Context: an optimization exercise on an open-source flow, tuned for a short achievable clock period and few clock cycles. The choices shown serve that exercise and are no tape-out recipe.
In this exercise RTL edits were held to simulation tests only and were not proved equivalent to the original.
Power figures rest on the tool's default switching activity, not on a simulated workload.

==> job 5532: inputs <==
## CPU
module CPU(reset,
           clk,
           imem_addr,
           imem_data,
           dmem_addr,
           dmem_wdata,
           dmem_we,
           dmem_rdata);
==> flow/config.mk <==
export PLATFORM = sky130hd
export DESIGN_NAME = CPU
export DESIGN_NICKNAME = CPU
export VERILOG_FILES = /design/flow/design.v
export SDC_FILE = /design/flow/constraint.sdc
export NUM_CORES = 4
export LEC_CHECK = 0
export CAP_MARGIN = 20
export CORE_MARGIN = 2
export CORE_UTILIZATION = 40
export SETUP_SLACK_MARGIN = 5
export SLEW_MARGIN = 20
==> flow/constraint.sdc <==
create_clock -name core_clock -period 8.7 [get_ports {clk}]
set_input_delay 1.7400 -clock core_clock [delete_from_list [all_inputs] [get_ports {clk}]]
set_output_delay 1.7400 -clock core_clock [all_outputs]
set_load 0.01 [all_outputs]
run.sh (not shown) runs the stock make flow with config.mk's settings and CLKGATE_MAP_FILE= SYNTH_SCRIPT=/design/flow/synth_recipe.tcl, a recipe that flattens the netlist after the stock synthesis.
==> job 2957 (differences from job 5532) <==
--- a/flow/design.v
+++ b/flow/design.v
@@ -304,18 +304,19 @@
     end
     wire        pred_IF  = btb_hit;
     wire        hold_IF  = redirect_ID | stall_ID | btb_hit;
     wire [31:0] early_pc = redirect_ID ? rtarget_ID :
                            stall_ID    ? pc :
                            btb_hit     ? {btb_out, 2'b00} :
                            pcp4_IF;
-    wire [31:0] fetch_pc = hold_IF ? early_pc :
-                           jmp_IF  ? jtarget_IF :
+    wire [31:0] other_pc = mispredict_EX ? redirect_pc_EX :
+                           hold_IF       ? early_pc :
                            pcp4_IF;
-    wire [31:0] next_pc  = mispredict_EX ? redirect_pc_EX : fetch_pc;
+    wire        take_jmp = jmp_IF && !hold_IF && !mispredict_EX;
+    wire [31:0] next_pc  = take_jmp ? jtarget_IF : other_pc;
     always @(posedge clk or posedge reset) begin
         if (reset) pc <= 32'd0;
         else       pc <= next_pc;
     end
     always @(posedge clk or posedge reset) begin
         if (reset) shadow_ra <= 32'd0;
         else if (link_IF && !stall_ID) shadow_ra <= pcp4_IF;
@@ -407,71 +408,79 @@
     reg [4:0]  dest_EX;
     reg        wrd_EX;
     reg        ld_EX;
     reg        wr_MEM;
     reg [4:0]  dest_MEM;
     reg        ld_MEM;
     reg [31:0] res_MEM;
-    reg        wr_WB;
-    reg [4:0]  dest_WB;
-    reg [31:0] val_WB;
     wire [31:0] alu_out;
     wire [31:0] alu_sum;
     wire [31:0] alu_diff;
     wire [31:0] alu_other;
     wire        alu_lt;
     reg         sel_add_EX, sel_sub_EX;
+    reg [31:0]  a_EX, b_EX, s_EX, t_EX;
     wire wr_EX = valid_EX && wrd_EX;
     assign stall_ID = valid_ID && valid_EX && ld_EX && wrd_EX &&
                       ((use_rs && dest_EX == rs) || (use_rt && dest_EX == rt));
     wire [31:0] rf1;
     wire [31:0] rf2;
     RegisterFile U_RegisterFile(
     .reset(reset),
     .clk(clk),
-    .i_reg_write(wr_WB),
+    .i_reg_write(wr_MEM),
     .i_read_select1(rs_sel_ID),
     .i_read_select2(rt_sel_ID),
-    .i_write_register(dest_WB),
-    .i_write_data(val_WB),
+    .i_write_register(dest_MEM),
+    .i_write_data(val_MEM),
     .o_read_data1(rf1),
     .o_read_data2(rf2)
     );
     wire [31:0] val_MEM = ld_MEM ? dmem_rdata : res_MEM;
     wire [31:0] rsv = (wr_MEM && dest_MEM == rs) ? val_MEM :
-                      (wr_WB  && dest_WB  == rs) ? val_WB  :
                       rf1;
     wire [31:0] rtv = (wr_MEM && dest_MEM == rt) ? val_MEM :
-                      (wr_WB  && dest_WB  == rt) ? val_WB  :
                       rf2;
     wire xs = wr_EX && !ld_EX && dest_EX == rs;
     wire xt = wr_EX && !ld_EX && dest_EX == rt;
     wire ld_sd = wr_EX && ld_EX && dest_EX == rt;
     wire [31:0] immext = i_lui  ? {imm, 16'h0000} :
                          i_andi ? {16'h0000, imm} :
                          {{16{imm[15]}}, imm};
     wire [31:0] a_in = i_lui ? 32'd0 : link ? pcp4_ID : rsv;
     wire [31:0] b_in = i_imm ? immext : link ? 32'd0 : rtv;
     wire        a_x  = xs && !(i_lui || link);
     wire        b_x  = xt && !(i_imm || link);
     wire btarget_c;
     Adder32 U_BTARGET(.i_a(pcp4_ID), .i_b({{14{imm[15]}}, imm, 2'b00}), .i_cin(1'b0),
                       .o_sum(btarget_ID), .o_cout(btarget_c));
-    assign redirect_ID = valid_ID && !pred_ID && (static_taken || jr31) && !stall_ID;
-    assign rtarget_ID  = jr31 ? shadow_ra : btarget_ID;
+    wire        zero_test = dec_ID[12];
+    wire [31:0] zx_p  = a_EX ^ b_EX;
+    wire [31:0] zx_o  = a_EX | b_EX;
+    wire        z_add = !zx_p[0] && (zx_p[31:1] == zx_o[30:0]);
+    wire        z_sub = (zx_p == 32'd0);
+    wire        z_res = sel_add_EX ? z_add : z_sub;
+    wire        z_use = xs && (sel_add_EX || sel_sub_EX) && zero_test;
+    wire        z_taken = (dec_ID[5] || dec_ID[7]) ? z_res : !z_res;    
+    wire        br_pred = z_use ? z_taken : (pred_ID || static_taken);
+    wire redirect_br  = i_cond && (br_pred != pred_ID);
+    wire li_jr        = r_jrx && xs && sel_add_EX && (a_EX == 32'd0);
+    wire redirect_ret = (jr31 || li_jr) && !pred_ID;
+    assign redirect_ID = valid_ID && !stall_ID && (redirect_br || redirect_ret);
+    assign rtarget_ID  = li_jr ? b_EX : jr31 ? shadow_ra : pred_ID ? pcp4_ID : btarget_ID;
     reg        btb_ins, ret_ins;
     reg [29:0] ins_tag, ins_tgt;
     wire       ins_EX;
     always @(posedge clk or posedge reset) begin
         if (reset) begin
             btb_ins <= 1'b0;
             ret_ins <= 1'b0;
         end else begin
-            btb_ins <= ins_EX || (redirect_ID && !jr31);
-            ret_ins <= !ins_EX && redirect_ID && jr31;
+            btb_ins <= ins_EX || (redirect_ID && i_cond && br_pred);
+            ret_ins <= !ins_EX && redirect_ID && jr31 && !li_jr;
         end
     end
     always @(posedge clk) begin
         ins_tag <= ins_EX ? pc_EX[31:2]  : pc_ID[31:2];
         ins_tgt <= ins_EX ? alt_EX[31:2] : btarget_ID[31:2];
     end
     always @(posedge clk or posedge reset) begin
@@ -492,15 +501,14 @@
         if (btb_ins) begin
             btb_tag[btb_ptr] <= ins_tag;
             btb_tgt[btb_ptr] <= ins_tgt;
         end else if (ret_ins) begin
             ret_tag[ret_ptr] <= ins_tag;
         end
     end
-    reg [31:0] a_EX, b_EX, s_EX, t_EX;
     reg        ld_sd_EX;
     reg [4:0]  sh_EX;
     reg        sel_slt_EX, sel_sltu_EX;
     reg        sel_and_EX, sel_or_EX, sel_xor_EX, sel_nor_EX;
     reg        sel_sll_EX, sel_srl_EX, sel_sra_EX;
     reg        st_EX;
     reg        beq_EX, bne_EX, blez_EX, bgtz_EX, bltz_EX, cond_EX, jr_EX;
@@ -541,18 +549,18 @@
         beq_EX  <= dec_ID[5];
         bne_EX  <= dec_ID[6];
         blez_EX <= dec_ID[7];
         bgtz_EX <= dec_ID[8];
         bltz_EX <= dec_ID[9];
         cond_EX <= i_cond;
         jr_EX   <= r_jrx;
-        pred_EX <= pred_ID || redirect_ID;
-        ptgt_EX <= pred_ID ? ptgt_ID : shadow_ra;
+        pred_EX <= i_cond ? br_pred : (pred_ID || jr31 || li_jr);
+        ptgt_EX <= pred_ID ? ptgt_ID : li_jr ? b_EX : shadow_ra;
         pc_EX   <= pc_ID;
-        alt_EX  <= (i_cond && !(pred_ID || redirect_ID)) ? btarget_ID : pcp4_ID;
+        alt_EX  <= (i_cond && !br_pred) ? btarget_ID : pcp4_ID;
     end
     ALU U_ALU(
     .i_sel_add(sel_add_EX),
     .i_sel_sub(sel_sub_EX),
     .i_sel_slt(sel_slt_EX),
     .i_sel_sltu(sel_sltu_EX),
     .i_sel_and(sel_and_EX),
@@ -602,16 +610,8 @@
         sd_MEM   <= sd;
         dest_MEM <= dest_EX;
         ld_MEM   <= ld_EX;
     end
     assign dmem_addr  = addr_MEM;
     assign dmem_wdata = sd_MEM;
     assign dmem_we    = st_MEM;
-    always @(posedge clk or posedge reset) begin
-        if (reset) wr_WB <= 1'b0;
-        else       wr_WB <= wr_MEM;
-    end
-    always @(posedge clk) begin
-        val_WB  <= val_MEM;
-        dest_WB <= dest_MEM;
-    end
 endmodule
==> flow/flow/run.sh (new file) <==
#!/bin/bash
# The standard layout, with stronger buffers on the ports: ORFS's default
# port buffer here is a slow delay cell, which sits on every path from an
# input (the memories' read data arrive 20% of the period after the edge).
# Every tool's output goes to standard.log and to ORFS's own logs under orfs/.
export BUFFER_PORTS_ARGS="-buffer_cell sky130_fd_sc_hd__buf_4"
bash standard.sh > standard.log 2>&1
status=$?
tail -20 standard.log
exit $status
==> flow/standard.sh (new file) <==
#!/bin/bash
# synth_recipe.tcl (not shown) runs the flow's synth.tcl, then flattens the netlist and writes it again
# the make line also repeats each setting of config.mk as NAME=value (left out here)
make -C /OpenROAD-flow-scripts/flow DESIGN_CONFIG=/design/flow/config.mk WORK_HOME=/design/flow/orfs CLKGATE_MAP_FILE= SYNTH_SCRIPT=/design/flow/synth_recipe.tcl "${@:-finish}"
SYNTH_HIERARCHICAL = 1   (was unset)
removed: flow/run.sh
==> comparison <==
Of job 2957 and job 5532, job 2957 has the higher synthesized area (gap about 1.5%, measured against job 5532). Synthesized cell count: job 2957 is higher than job 5532 (3.4%). Between job 2957 and job 5532, the lower combinational power is in job 2957 (gap about 10%, measured against job 5532). In job 5532 the critical path depth is higher than in job 2957, by 4. In job 5532 the clock power is smaller than in job 2957, by about 9%. In job 2957 the register-to-register slack is better than in job 5532, by 0.23 ns. Final cell count: job 5532 is smaller than job 2957 (2.0%). Of job 5532 and job 2957, job 5532 has the higher sequential share of layout area (gap 1.3 points). Routed wire length: job 2957 is larger than job 5532 (about 3%). Hold slack: job 5532 is worse than job 2957 (0.010 ns).
Testbench counts of job 5532, summed over its fixed seeds: cycles 30,635.
Testbench counts of job 2957, summed over its fixed seeds: cycles 29,751.

## static timing again, ports no longer ideal
No port has a modelled driver above. Below, the same layouts with a new extraction and two added sets of constraints.
Step 1 sets driving cells, clkbuf_16 on the clock port and buf_2 on the other inputs (assumed; they add their load-dependent delay and slew).
Step 2 times the ports against the registers' clock, not the clock port: input delays grow and output delays shrink by t, the midpoint of the rising clock arrivals with the driver on.
a / b / c = no drivers / after step 1 / after step 2; a / b = the first two.
run	t (ns)	setup WS [ns]	worst hold slack (ns)	slew at the worst register clock pin (ns)
job 5532	1.006	4.553 / 4.553 / 4.262	0.321 / 0.321 / 0.321	0.08 / 0.08
job 2957	0.980	4.781 / 4.781 / 4.271	0.331 / 0.331 / 0.331	0.07 / 0.07
After both steps setup and hold are still met in every run listed. For job 2957, which loses most, drivers alone change the setup slack by 0.000 ns; drivers and shift together by -0.510 ns.
